From an optimization exercise on the open Yosys and OpenROAD flow, aimed at small area, a short achievable clock period and few clock cycles; shortcuts taken in it are not production practice.
RTL that was checked went through simulation tests only; none was proved equivalent to the original.
Power figures rest on the tool's default switching activity, not on a simulated workload.

## job 5482
Design jlc3_core, start of the top module:
module jlc3_core (
     input  wire        clk_i_w
    ,input  wire        rst_i_w       
    ,input  wire        en_i_w        
    ,output wire        mem_en_o_w
    ,output wire        mem_we_o_w
    ,output wire [15:0] mem_addr_o_w
    ,output wire [15:0] mem_wdat_o_w
    ,input  wire [15:0] mem_rdat_i_w
    ,input  wire        mem_rdy_i_w
);
==> flow/config.mk <==
export PLATFORM = sky130hd
export DESIGN_NAME = jlc3_core
export DESIGN_NICKNAME = jlc3_core
export VERILOG_FILES = /design/flow/design.v
export SDC_FILE = /design/flow/constraint.sdc
export NUM_CORES = 4
export LEC_CHECK = 0
export ABC_AREA = 1
export CAP_MARGIN = 20
export CORE_MARGIN = 2
export CORE_UTILIZATION = 55
export PLACE_DENSITY = 0.75
export SETUP_SLACK_MARGIN = 3.6
export SLEW_MARGIN = 20
export TNS_END_PERCENT = 100
==> flow/constraint.sdc <==
create_clock -name core_clock -period 8.0 [get_ports {clk_i_w}]
set_input_delay 1.6000 -clock core_clock [delete_from_list [all_inputs] [get_ports {clk_i_w}]]
set_output_delay 1.6000 -clock core_clock [all_outputs]
set_load 0.01 [all_outputs]
standard.sh (not shown) runs the stock make flow with config.mk's settings and CLKGATE_MAP_FILE= SYNTH_SCRIPT=/design/flow/synth_recipe.tcl, a recipe that flattens the netlist after the stock synthesis.
==> flow/flow/run.sh <==
#!/bin/bash
set -euo pipefail
bash standard.sh ADDER_MAP_FILE= finish > standard.log 2>&1
Job 5482 completed every stage of the flow, and the final layout passed the timing, DRC and antenna checks.
Testbench counts of job 5482, summed over its fixed seeds: cycles 25,627.
Relative to job 5482, the following input files were edited for job 8409:
diff --git a/flow/design.v b/flow/design.v
--- a/flow/design.v
+++ b/flow/design.v
@@ -11,40 +11,42 @@
 );
     reg [15:0] addr_r;    
     reg [15:0] pc_r;      
     reg        dat_r;     
     reg        dld_r;     
     reg        dst_r;     
     reg        dptr_r;    
     reg        dsti_r;    
     reg [2:0]  dreg_r;    
     reg        n_r;       
     reg        z_r;
-    reg [15:0] rf_r [0:7];
+    reg [15:0] rf_r [0:7];    
     reg        clr_r;     
     integer i;
     function [15:0] add16(input [15:0] a, input [15:0] b, input cin);
         reg [15:0] g, p, gg, pp, gn, pn;
         integer l, k;
         begin
             g = a & b;
             p = a ^ b;
             gg = g;
             gg[0] = g[0] | (p[0] & cin);
             pp = p;
             for (l = 1; l < 16; l = l * 2) begin
                 gn = gg;
                 pn = pp;
-                for (k = l; k < 16; k = k + 1) begin
-                    gn[k] = gg[k] | (pp[k] & gg[k-l]);
-                    pn[k] = pp[k] & pp[k-l];
+                for (k = 0; k < 16; k = k + 1) begin
+                    if (k & l) begin
+                        gn[k] = gg[k] | (pp[k] & gg[(k & ~(l - 1)) - 1]);
+                        pn[k] = pp[k] & pp[(k & ~(l - 1)) - 1];
+                    end
                 end
                 gg = gn;
                 pp = pn;
             end
             add16 = p ^ {gg[14:0], cin};
         end
     endfunction
     wire adv_w = en_i_w & mem_rdy_i_w;
     wire fet_w = ~dat_r & ~clr_r;
     wire [15:0] ins_w = mem_rdat_i_w;
     wire [3:0]  op_w  = ins_w[15:12];
@@ -59,32 +61,35 @@
     wire i_str  = (op_w == 4'b0111);
     wire i_ldi  = (op_w == 4'b1010);
     wire i_sti  = (op_w == 4'b1011);
     wire i_jmp  = (op_w == 4'b1100);
     wire i_lea  = (op_w == 4'b1110);
     wire i_trap = (op_w == 4'b1111);
     wire i_nop  = (op_w == 4'b1000) | (op_w == 4'b1101);
     wire br_take_w = (ins_w[11] & n_r) | (ins_w[10] & z_r) | (ins_w[9] & ~n_r & ~z_r);
     wire i_jsri = i_jsr & ins_w[11];
     wire pcrel_w = i_br | i_ld | i_st | i_ldi | i_sti | i_lea | i_jsri;
     wire [2:0] ra_w = ins_w[8:6];
-    wire [2:0] rb_w = dat_r ? dreg_r : ins_w[2:0];
+    wire [2:0] rb_w = ins_w[2:0];
     reg  [15:0] rda_w;      
     reg  [15:0] opa_w;      
     reg  [15:0] rdb_w;
+    reg  [15:0] rdc_w;      
     always @(*) begin
         rda_w = 16'b0;
         rdb_w = 16'b0;
+        rdc_w = 16'b0;
         for (i = 0; i < 8; i = i + 1) begin
-            rda_w = rda_w | ({16{ra_w == i}} & rf_r[i]);
-            rdb_w = rdb_w | ({16{rb_w == i}} & rf_r[i]);
+            rda_w = rda_w | ({16{ra_w == i}} & ~rf_r[i]);
+            rdb_w = rdb_w | ({16{rb_w == i}} & ~rf_r[i]);
+            rdc_w = rdc_w | ({16{dreg_r == i}} & ~rf_r[i]);
         end
         opa_w = pcrel_w ? addr_r : rda_w;
     end
     wire [15:0] off9_w  = {{7{ins_w[8]}}, ins_w[8:0]};
     wire [15:0] off11_w = {{5{ins_w[10]}}, ins_w[10:0]};
     wire [15:0] off6_w  = {{10{ins_w[5]}}, ins_w[5:0]};
     wire [15:0] imm5_w  = {{11{ins_w[4]}}, ins_w[4:0]};
     wire        isreg_w = (i_add | i_and) & ~ins_w[5];   
     reg  [15:0] opb_w;
     always @(*) begin
         if (isreg_w)
@@ -127,23 +132,23 @@
                      | ({16{wr_not}}  & ~rda_w)
                      | ({16{wr_link}} & pcn_w)
                      | ({16{wr_mem}}  & mem_rdat_i_w);
     wire        wz_w = (wr_sum  & sumz_w)
                      | (wr_and  & ~|and_w)
                      | (wr_not  & &rda_w)
                      | (wr_link & ~|pcn_w)
                      | (wr_mem  & ~|mem_rdat_i_w);
     always @(posedge clk_i_w) begin
         for (i = 0; i < 8; i = i + 1)
             if (clr_r || (adv_w && wen_w && wa_w == i))
-                rf_r[i] <= wd_w;
+                rf_r[i] <= ~wd_w;
     end
     always @(posedge clk_i_w or negedge rst_i_w) begin
         if (!rst_i_w) begin
             clr_r <= 1'b1;
             n_r   <= 1'b0;
             z_r   <= 1'b1;
         end else begin
             clr_r <= 1'b0;
             if (adv_w && wen_w) begin
                 n_r <= wd_w[15];
                 z_r <= wz_w;
@@ -174,13 +179,13 @@
     end
     always @(posedge clk_i_w) begin
         if (adv_w && fet_w) begin
             pc_r   <= pcn_w;
             dreg_r <= ins_w[11:9];
             dsti_r <= op_w[0];
         end
     end
     assign mem_en_o_w   = en_i_w;
     assign mem_we_o_w   = dst_r;
     assign mem_addr_o_w = addr_r;
-    assign mem_wdat_o_w = rdb_w;
+    assign mem_wdat_o_w = rdc_w;
 endmodule
==> run notes <==
Power (job 8409 / job 5482): 0.810
NOTE: first-pass detailed-route iteration total in job 8409 falls short of that of job 5482
Between job 8409 and job 5482, it is job 8409 whose headroom to the max-slew limit is higher, by 3.5 points.
Against job 5482 as the reference, job 8409 delivers a lower non-clock buffer contribution to total cell area.
Job 8409 has more setup slack than job 5482.
The transition time at the pin with the least slew margin in job 8409 sits 42 ps below the value recorded for job 5482.
For job 8409, only the layout was checked, not whether the RTL still works.

---

The RTL this note starts from:
==> flow/design.v <==
module jlc3_core (
     input  wire        clk_i_w
    ,input  wire        rst_i_w       
    ,input  wire        en_i_w        
    ,output wire        mem_en_o_w
    ,output wire        mem_we_o_w
    ,output wire [15:0] mem_addr_o_w
    ,output wire [15:0] mem_wdat_o_w
    ,input  wire [15:0] mem_rdat_i_w
    ,input  wire        mem_rdy_i_w
);
    reg [15:0] addr_r;    
    reg [15:0] pc_r;      
    reg        dat_r;     
    reg        dld_r;     
    reg        dst_r;     
    reg        dptr_r;    
    reg        dsti_r;    
    reg [2:0]  dreg_r;    
    reg        n_r;       
    reg        z_r;
    reg [15:0] rf_r [0:7];    
    reg        clr_r;     
    integer i;
    function [15:0] add16(input [15:0] a, input [15:0] b, input cin);
        reg [15:0] g, p, gg, pp, gn, pn;
        integer l, k;
        begin
            g = a & b;
            p = a ^ b;
            gg = g;
            gg[0] = g[0] | (p[0] & cin);
            pp = p;
            for (l = 1; l < 16; l = l * 2) begin
                gn = gg;
                pn = pp;
                for (k = 0; k < 16; k = k + 1) begin
                    if (k & l) begin
                        gn[k] = gg[k] | (pp[k] & gg[(k & ~(l - 1)) - 1]);
                        pn[k] = pp[k] & pp[(k & ~(l - 1)) - 1];
                    end
                end
                gg = gn;
                pp = pn;
            end
            add16 = p ^ {gg[14:0], cin};
        end
    endfunction
    wire adv_w = en_i_w & mem_rdy_i_w;
    wire fet_w = ~dat_r & ~clr_r;
    wire [15:0] ins_w = mem_rdat_i_w;
    wire [3:0]  op_w  = ins_w[15:12];
    wire i_br   = (op_w == 4'b0000);
    wire i_add  = (op_w == 4'b0001);
    wire i_and  = (op_w == 4'b0101);
    wire i_not  = (op_w == 4'b1001);
    wire i_ld   = (op_w == 4'b0010);
    wire i_st   = (op_w == 4'b0011);
    wire i_jsr  = (op_w == 4'b0100);
    wire i_ldr  = (op_w == 4'b0110);
    wire i_str  = (op_w == 4'b0111);
    wire i_ldi  = (op_w == 4'b1010);
    wire i_sti  = (op_w == 4'b1011);
    wire i_jmp  = (op_w == 4'b1100);
    wire i_lea  = (op_w == 4'b1110);
    wire i_trap = (op_w == 4'b1111);
    wire i_nop  = (op_w == 4'b1000) | (op_w == 4'b1101);
    wire br_take_w = (ins_w[11] & n_r) | (ins_w[10] & z_r) | (ins_w[9] & ~n_r & ~z_r);
    wire i_jsri = i_jsr & ins_w[11];
    wire pcrel_w = i_br | i_ld | i_st | i_ldi | i_sti | i_lea | i_jsri;
    wire [2:0] ra_w = ins_w[8:6];
    wire [2:0] rb_w = ins_w[2:0];
    reg  [15:0] rda_w;      
    reg  [15:0] opa_w;      
    reg  [15:0] rdb_w;
    reg  [15:0] rdc_w;      
    always @(*) begin
        rda_w = 16'b0;
        rdb_w = 16'b0;
        rdc_w = 16'b0;
        for (i = 0; i < 8; i = i + 1) begin
            rda_w = rda_w | ({16{ra_w == i}} & ~rf_r[i]);
            rdb_w = rdb_w | ({16{rb_w == i}} & ~rf_r[i]);
            rdc_w = rdc_w | ({16{dreg_r == i}} & ~rf_r[i]);
        end
        opa_w = pcrel_w ? addr_r : rda_w;
    end
    wire [15:0] off9_w  = {{7{ins_w[8]}}, ins_w[8:0]};
    wire [15:0] off11_w = {{5{ins_w[10]}}, ins_w[10:0]};
    wire [15:0] off6_w  = {{10{ins_w[5]}}, ins_w[5:0]};
    wire [15:0] imm5_w  = {{11{ins_w[4]}}, ins_w[4:0]};
    wire        isreg_w = (i_add | i_and) & ~ins_w[5];   
    reg  [15:0] opb_w;
    always @(*) begin
        if (isreg_w)
            opb_w = rdb_w;
        else if (i_ldr | i_str)
            opb_w = off6_w;
        else if (i_jsri)
            opb_w = off11_w;
        else if (pcrel_w)
            opb_w = off9_w;
        else
            opb_w = imm5_w;
    end
    wire [15:0] sum_w = add16(opa_w, opb_w, pcrel_w);
    wire [15:0] p_w = opa_w ^ opb_w;
    wire        sumz_w = (p_w[0] == pcrel_w) & (p_w[15:1] == (opa_w[14:0] | opb_w[14:0]));
    wire [15:0] and_w = rda_w & opb_w;
    wire [15:0] pcn_w = add16(addr_r, 16'd0, 1'b1);
    wire f_seq  = i_add | i_and | i_not | i_lea | (i_br & ~br_take_w) | i_nop;
    wire f_sum  = (i_br & br_take_w) | i_jsri | i_ld | i_st | i_ldi | i_sti | i_ldr | i_str;
    wire f_ra   = i_jmp | (i_jsr & ~ins_w[11]);
    wire f_trap = i_trap;
    wire d_pc   = dld_r | dst_r;                
    wire d_rdat = ~dld_r & ~dst_r;              
    wire [15:0] nxt_w = fet_w ? (({16{f_seq}}   & pcn_w)
                               | ({16{f_sum}}   & sum_w)
                               | ({16{f_ra}}    & rda_w)
                               | ({16{f_trap}}  & {8'b0, ins_w[7:0]}))
                              : (({16{d_pc}}    & pc_r)
                               | ({16{d_rdat}}  & mem_rdat_i_w));
    wire wr_sum  = fet_w & (i_add | i_lea);
    wire wr_and  = fet_w & i_and;
    wire wr_not  = fet_w & i_not;
    wire wr_link = fet_w & (i_jsr | i_trap);
    wire wr_mem  = dld_r;
    wire wen_w   = wr_sum | wr_and | wr_not | wr_link | wr_mem;
    wire [2:0]  wa_w = dat_r ? dreg_r : (wr_link ? 3'd7 : ins_w[11:9]);
    wire [15:0] wd_w = ({16{wr_sum}}  & sum_w)
                     | ({16{wr_and}}  & and_w)
                     | ({16{wr_not}}  & ~rda_w)
                     | ({16{wr_link}} & pcn_w)
                     | ({16{wr_mem}}  & mem_rdat_i_w);
    wire        wz_w = (wr_sum  & sumz_w)
                     | (wr_and  & ~|and_w)
                     | (wr_not  & &rda_w)
                     | (wr_link & ~|pcn_w)
                     | (wr_mem  & ~|mem_rdat_i_w);
    always @(posedge clk_i_w) begin
        for (i = 0; i < 8; i = i + 1)
            if (clr_r || (adv_w && wen_w && wa_w == i))
                rf_r[i] <= ~wd_w;
    end
    always @(posedge clk_i_w or negedge rst_i_w) begin
        if (!rst_i_w) begin
            clr_r <= 1'b1;
            n_r   <= 1'b0;
            z_r   <= 1'b1;
        end else begin
            clr_r <= 1'b0;
            if (adv_w && wen_w) begin
                n_r <= wd_w[15];
                z_r <= wz_w;
            end
        end
    end
    always @(posedge clk_i_w or negedge rst_i_w) begin
        if (!rst_i_w) begin
            addr_r <= 16'b0;
            dat_r  <= 1'b0;
            dld_r  <= 1'b0;
            dst_r  <= 1'b0;
            dptr_r <= 1'b0;
        end else if (adv_w && !clr_r) begin
            addr_r <= nxt_w;
            if (fet_w) begin
                dat_r  <= i_ld | i_ldr | i_st | i_str | i_ldi | i_sti | i_trap;
                dld_r  <= i_ld | i_ldr;
                dst_r  <= i_st | i_str;
                dptr_r <= i_ldi | i_sti;
            end else begin
                dat_r  <= dptr_r;
                dld_r  <= dptr_r & ~dsti_r;
                dst_r  <= dptr_r & dsti_r;
                dptr_r <= 1'b0;
            end
        end
    end
    always @(posedge clk_i_w) begin
        if (adv_w && fet_w) begin
            pc_r   <= pcn_w;
            dreg_r <= ins_w[11:9];
            dsti_r <= op_w[0];
        end
    end
    assign mem_en_o_w   = en_i_w;
    assign mem_we_o_w   = dst_r;
    assign mem_addr_o_w = addr_r;
    assign mem_wdat_o_w = rdc_w;
endmodule
Settings: LEC_CHECK=0, ABC_AREA=1, CAP_MARGIN=20, CORE_MARGIN=2, CORE_UTILIZATION=55, PLACE_DENSITY=0.75, SETUP_SLACK_MARGIN=3.9, SLEW_MARGIN=20, TNS_END_PERCENT=100; clock period 8.0 ns.
Scripts as last shown in full above: flow/flow/run.sh
Next try:
--- a/flow/design.v
+++ b/flow/design.v
@@ -16,13 +16,13 @@
     reg        dst_r;     
     reg        dptr_r;    
     reg        dsti_r;    
     reg [2:0]  dreg_r;    
     reg        n_r;       
     reg        z_r;
-    reg [15:0] rf_r [0:7];    
+    reg [15:0] rf_r [0:7];
     reg        clr_r;     
     integer i;
     function [15:0] add16(input [15:0] a, input [15:0] b, input cin);
         reg [15:0] g, p, gg, pp, gn, pn;
         integer l, k;
         begin
@@ -76,15 +76,15 @@
     reg  [15:0] rdc_w;      
     always @(*) begin
         rda_w = 16'b0;
         rdb_w = 16'b0;
         rdc_w = 16'b0;
         for (i = 0; i < 8; i = i + 1) begin
-            rda_w = rda_w | ({16{ra_w == i}} & ~rf_r[i]);
-            rdb_w = rdb_w | ({16{rb_w == i}} & ~rf_r[i]);
-            rdc_w = rdc_w | ({16{dreg_r == i}} & ~rf_r[i]);
+            rda_w = rda_w | ({16{ra_w == i}} & rf_r[i]);
+            rdb_w = rdb_w | ({16{rb_w == i}} & rf_r[i]);
+            rdc_w = rdc_w | ({16{dreg_r == i}} & rf_r[i]);
         end
         opa_w = pcrel_w ? addr_r : rda_w;
     end
     wire [15:0] off9_w  = {{7{ins_w[8]}}, ins_w[8:0]};
     wire [15:0] off11_w = {{5{ins_w[10]}}, ins_w[10:0]};
     wire [15:0] off6_w  = {{10{ins_w[5]}}, ins_w[5:0]};
@@ -137,13 +137,13 @@
                      | (wr_not  & &rda_w)
                      | (wr_link & ~|pcn_w)
                      | (wr_mem  & ~|mem_rdat_i_w);
     always @(posedge clk_i_w) begin
         for (i = 0; i < 8; i = i + 1)
             if (clr_r || (adv_w && wen_w && wa_w == i))
-                rf_r[i] <= ~wd_w;
+                rf_r[i] <= wd_w;
     end
     always @(posedge clk_i_w or negedge rst_i_w) begin
         if (!rst_i_w) begin
             clr_r <= 1'b1;
             n_r   <= 1'b0;
             z_r   <= 1'b1;
The new run finished clean; final area is about the same; first-iteration DRC count goes down by a few percent; clock power hardly moves; hold slack gets better by 0.044 ns; critical path depth goes down by 13.
Testbench counts after the change, summed over its fixed seeds: cycles 25,627.
For the first run of this note, only the layout was checked, not whether the RTL still works.

afterwards: timing with drivers on the ports:
No port has a modelled driver above. Below, the same layouts with a new extraction and two added sets of constraints. Step 1 (the two cells are an assumption about what drives the block):
set clk [get_ports {clk_i_w}]
set_driving_cell -lib_cell sky130_fd_sc_hd__clkbuf_16 $clk
set_driving_cell -lib_cell sky130_fd_sc_hd__buf_2 [delete_from_list [all_inputs] $clk]
Step 2, shift: input delay + t, output delay - t, t = (earliest + latest rising clock arrival at the registers) / 2. This alone moves slack from input paths to output paths. Three values: ideal, step 1, step 2; two values: the first two.
run | t, ns | slack for setup (ns) | cell pins on the clock port's net
job 5482 | 0.487 | 3.478 / 3.405 / 3.093 | 1
job 8409 | 0.487 | 3.547 / 3.500 / 3.216 | 1
the first run of note 2 | 0.488 | 3.816 / 3.833 / 3.345 | 1
the second run of note 2 | 0.498 | 3.973 / 3.923 / 3.507 | 1
After both steps every run listed still meets setup and hold. The setup slack of the first run of note 2, which loses most, moves by +0.017 ns with the drivers and by -0.471 ns with both steps.
